This design comes from an exercise in tuning for small area on the open sky130 flow, not from production work. The RTL was checked by simulation tests, not by an equivalence proof against the original design. The clock port is modelled as an ideal driver; clocking choices that lean on that would not hold on a real chip. Power is estimated from default activity; no workload was simulated.

Design Single_cycle_CPU, start of the top module:
module Single_cycle_CPU(Clk,Clrn,Inst,Date_out,PC,We,R,Date_in,X,Y);
For scale: about 1100 flip-flops, about 0.044 mm² of cells after synthesis.
Settings: LEC_CHECK=0, CAP_MARGIN=20, CORE_MARGIN=2, CORE_UTILIZATION=50, PLACE_DENSITY=0.75, SETUP_SLACK_MARGIN=0.3, SLEW_MARGIN=20, SYNTH_HIERARCHICAL=1; clock period 13.0 ns.
standard.sh (not shown) runs the stock make flow with config.mk's settings and CLKGATE_MAP_FILE= SYNTH_SCRIPT=/design/flow/synth_recipe.tcl, a recipe that flattens the netlist after the stock synthesis.
==> flow/flow/run.sh <==
#!/bin/bash
# Layout flow: the standard flow (standard synthesis included), with
#  - one sky130_fd_sc_hd__buf_1 on each input and output port instead of the
#    default port buffer cell;
#  - clock tree synthesis without dummy loads, with sinks clustered in
#    groups of up to 24 within 150 um;
#  - after global-route timing repair, gates on paths with positive slack
#    are sized down (ORFS's RECOVER_POWER step).
# make's full output goes to make_finish.log in the work folder; ORFS keeps
# each step's log under orfs/logs/.
set -euo pipefail
bash standard.sh \
  'BUFFER_PORTS_ARGS=-buffer_cell sky130_fd_sc_hd__buf_1' \
  'CTS_ARGS=-sink_clustering_enable -repair_clock_nets -dont_use_dummy_load -sink_clustering_size 24 -sink_clustering_max_diameter 150' \
  'RECOVER_POWER=100' \
  finish > make_finish.log 2>&1
The baseline produced a layout that fails on max-capacitance violations, max-slew violations.
Rerun with:
==> flow/flow/run.sh (replaced) <==
#!/bin/bash
# Layout flow: the standard flow (standard synthesis included), with
#  - one sky130_fd_sc_hd__buf_1 on each input and output port instead of the
#    default port buffer cell;
#  - clock tree synthesis without dummy loads, with sinks clustered in
#    groups of up to 20 within 150 um.
# make's full output goes to make_finish.log in the work folder; ORFS keeps
# each step's log under orfs/logs/.
set -euo pipefail
bash standard.sh \
  'BUFFER_PORTS_ARGS=-buffer_cell sky130_fd_sc_hd__buf_1' \
  'CTS_ARGS=-sink_clustering_enable -repair_clock_nets -dont_use_dummy_load -sink_clustering_size 20 -sink_clustering_max_diameter 150' \
  finish > make_finish.log 2>&1
PLACE_DENSITY = unset   (was 0.75)
=> This time the run went through all stages and came out clean. Routed wire length increases by 4.5%. Register-to-register slack is better by 0.49 ns. Setup slack is better by 0.31 ns. Power increases by 2.0%. Cell area increases by 1.3%. Synthesized area is unchanged. Clock-buffer cell count increases by 9. Clock power increases by about 9%. Via count decreases by about 3%. First-iteration DRC count decreases by 22%. Global-route usage increases by 2.2 points.

Single_cycle_CPU again, from the RTL that the note above started with.
// Single_cycle_CPU
module Single_cycle_CPU(Clk,Clrn,Inst,Date_out,PC,We,R,Date_in,X,Y);
Settings: LEC_CHECK=0, CAP_MARGIN=20, CORE_MARGIN=2, CORE_UTILIZATION=50, PLACE_DENSITY=0.75, SETUP_SLACK_MARGIN=0.3, SLEW_MARGIN=20, SYNTH_HIERARCHICAL=1; clock period 13.0 ns.
==> flow/flow/run.sh <==
#!/bin/bash
# Layout flow: the standard flow (standard synthesis included), with
#  - one sky130_fd_sc_hd__buf_1 on each input and output port instead of the
#    default port buffer cell;
#  - clock tree synthesis without dummy loads, with sinks clustered in
#    groups of up to 24 within 150 um;
#  - after clock tree synthesis, cells the flow sized up (buffers included)
#    are sized back down where timing and slew allow (flow/downsize.tcl).
# Each tool's full output goes to a log in the work folder (make_cts.log,
# downsize.log, make_finish.log); ORFS keeps each step's log under orfs/logs/.
set -euo pipefail
VARS=(
  'BUFFER_PORTS_ARGS=-buffer_cell sky130_fd_sc_hd__buf_1'
  'CTS_ARGS=-sink_clustering_enable -repair_clock_nets -dont_use_dummy_load -sink_clustering_size 24 -sink_clustering_max_diameter 150'
)
bash standard.sh "${VARS[@]}" cts > make_cts.log 2>&1
RESULTS="$PWD/orfs/results/sky130hd/Single_cycle_CPU/base" \
  openroad -no_init -exit flow/downsize.tcl > downsize.log 2>&1
bash standard.sh "${VARS[@]}" finish > make_finish.log 2>&1
==> flow/flow/downsize.tcl <==
# Size down cells that the flow drove up (drive strength 2 or more) where
# timing and slew allow: each candidate is swapped to the smallest size of
# the same cell and kept only if setup slack stays at least the
# margin, hold slack stays positive, and no max-slew (with a 20% margin) or
# max-capacitance limit is broken. Flip-flops and clock cells are left
# alone (the port buffers are already the smallest buffer).
# Reads and rewrites results/4_cts.odb.
set R $::env(RESULTS)
set P $::env(FLOW_HOME)/platforms/sky130hd
read_liberty $P/lib/sky130_fd_sc_hd__tt_025C_1v80.lib
read_db $R/4_cts.odb
read_sdc $R/4_cts.sdc
source $P/setRC.tcl
set_propagated_clock [all_clocks]
estimate_parasitics -placement
set_max_transition 1.2 [current_design]

set wns0 [sta::worst_slack -max]
set setup_min [expr {min($wns0, 0.3)}]
set slew0 [sta::max_slew_violation_count]
set cap0 [sta::max_capacitance_violation_count]
puts "start: area [format %.1f [expr {[rsz::design_area]*1e12}]] wns $wns0 hold [sta::worst_slack -min] slew_viol $slew0 cap_viol $cap0"

set n 0
set tried 0
foreach inst [get_cells *] {
  set ref [get_property $inst ref_name]
  if {![regexp {^sky130_fd_sc_hd__([a-z0-9]+)_([0-9]+)$} $ref -> base size]} { continue }
  if {$size <= 1} { continue }
  if {[regexp {^(clkbuf|clkinv|bufinv|bufbuf|df|edf|sdf|sedf|dl|conb|tap|fill|decap|diode|clkdly|dlygate|dlymetal|lpflow|probe|ebuf|einv)} $base]} { continue }
  set old [get_lib_cells $ref]
  set done 0
  foreach s {0 1 2} {
    if {$done || $s >= $size} { continue }
    set c [get_lib_cells -quiet sky130_fd_sc_hd__${base}_$s]
    if {$c == ""} { continue }
    incr tried
    replace_cell $inst $c
    if {[sta::worst_slack -max] < $setup_min || [sta::worst_slack -min] < 0.05 ||
        [sta::max_slew_violation_count] > $slew0 || [sta::max_capacitance_violation_count] > $cap0} {
      replace_cell $inst $old
    } else {
      incr n
      set done 1
    }
  }
}
puts "downsized $n of $tried candidates"
puts "end: area [format %.1f [expr {[rsz::design_area]*1e12}]] wns [sta::worst_slack -max] hold [sta::worst_slack -min] slew_viol [sta::max_slew_violation_count] cap_viol [sta::max_capacitance_violation_count]"
check_placement -verbose
write_db $R/4_cts.odb
Then changed:
--- a/flow/flow/downsize.tcl
+++ b/flow/flow/downsize.tcl
@@ -17,5 +17,5 @@
 
 set wns0 [sta::worst_slack -max]
-set setup_min [expr {min($wns0, 0.3)}]
+set setup_min [expr {min($wns0, 0.2)}]
 set slew0 [sta::max_slew_violation_count]
 set cap0 [sta::max_capacitance_violation_count]
Settings changed: SETUP_SLACK_MARGIN 0.3 to 0.2.
Result: Global-route usage stays the same; sequential power is about the same; wire length is about the same; sequential share of layout area is about the same; clock-buffer cell count stays the same; design area hardly moves; total power stays flat; fmax went down by 1.5%.

==> afterwards: timing with drivers on the ports <==
No port has a modelled driver above. Below, the same layouts with a new extraction and two added sets of constraints. Step 1: set_driving_cell puts a clkbuf_16 on Clk and a buf_2 on each other input, an assumption about the parent block. Step 2 times the ports against the registers' clock, not the clock port: input delays grow and output delays shrink by t, the midpoint of the rising clock arrivals with the driver on. Three values: ideal, step 1, step 2; two values: the first two.
run	t (ns)	setup slack, ns	worst setup path after step 2
the first run of note 1	0.715	0.263 / 0.229 / -0.309	input to register
the second run of note 1	0.738	0.571 / 0.545 / 0.158	input to register
the first run of note 2	0.712	0.429 / 0.405 / -0.106	input to register
the second run of note 2	0.710	0.243 / 0.216 / -0.153	input to register
The setup slack of the first run of note 1, which loses most, moves by -0.034 ns with the drivers and by -0.572 ns with both steps.
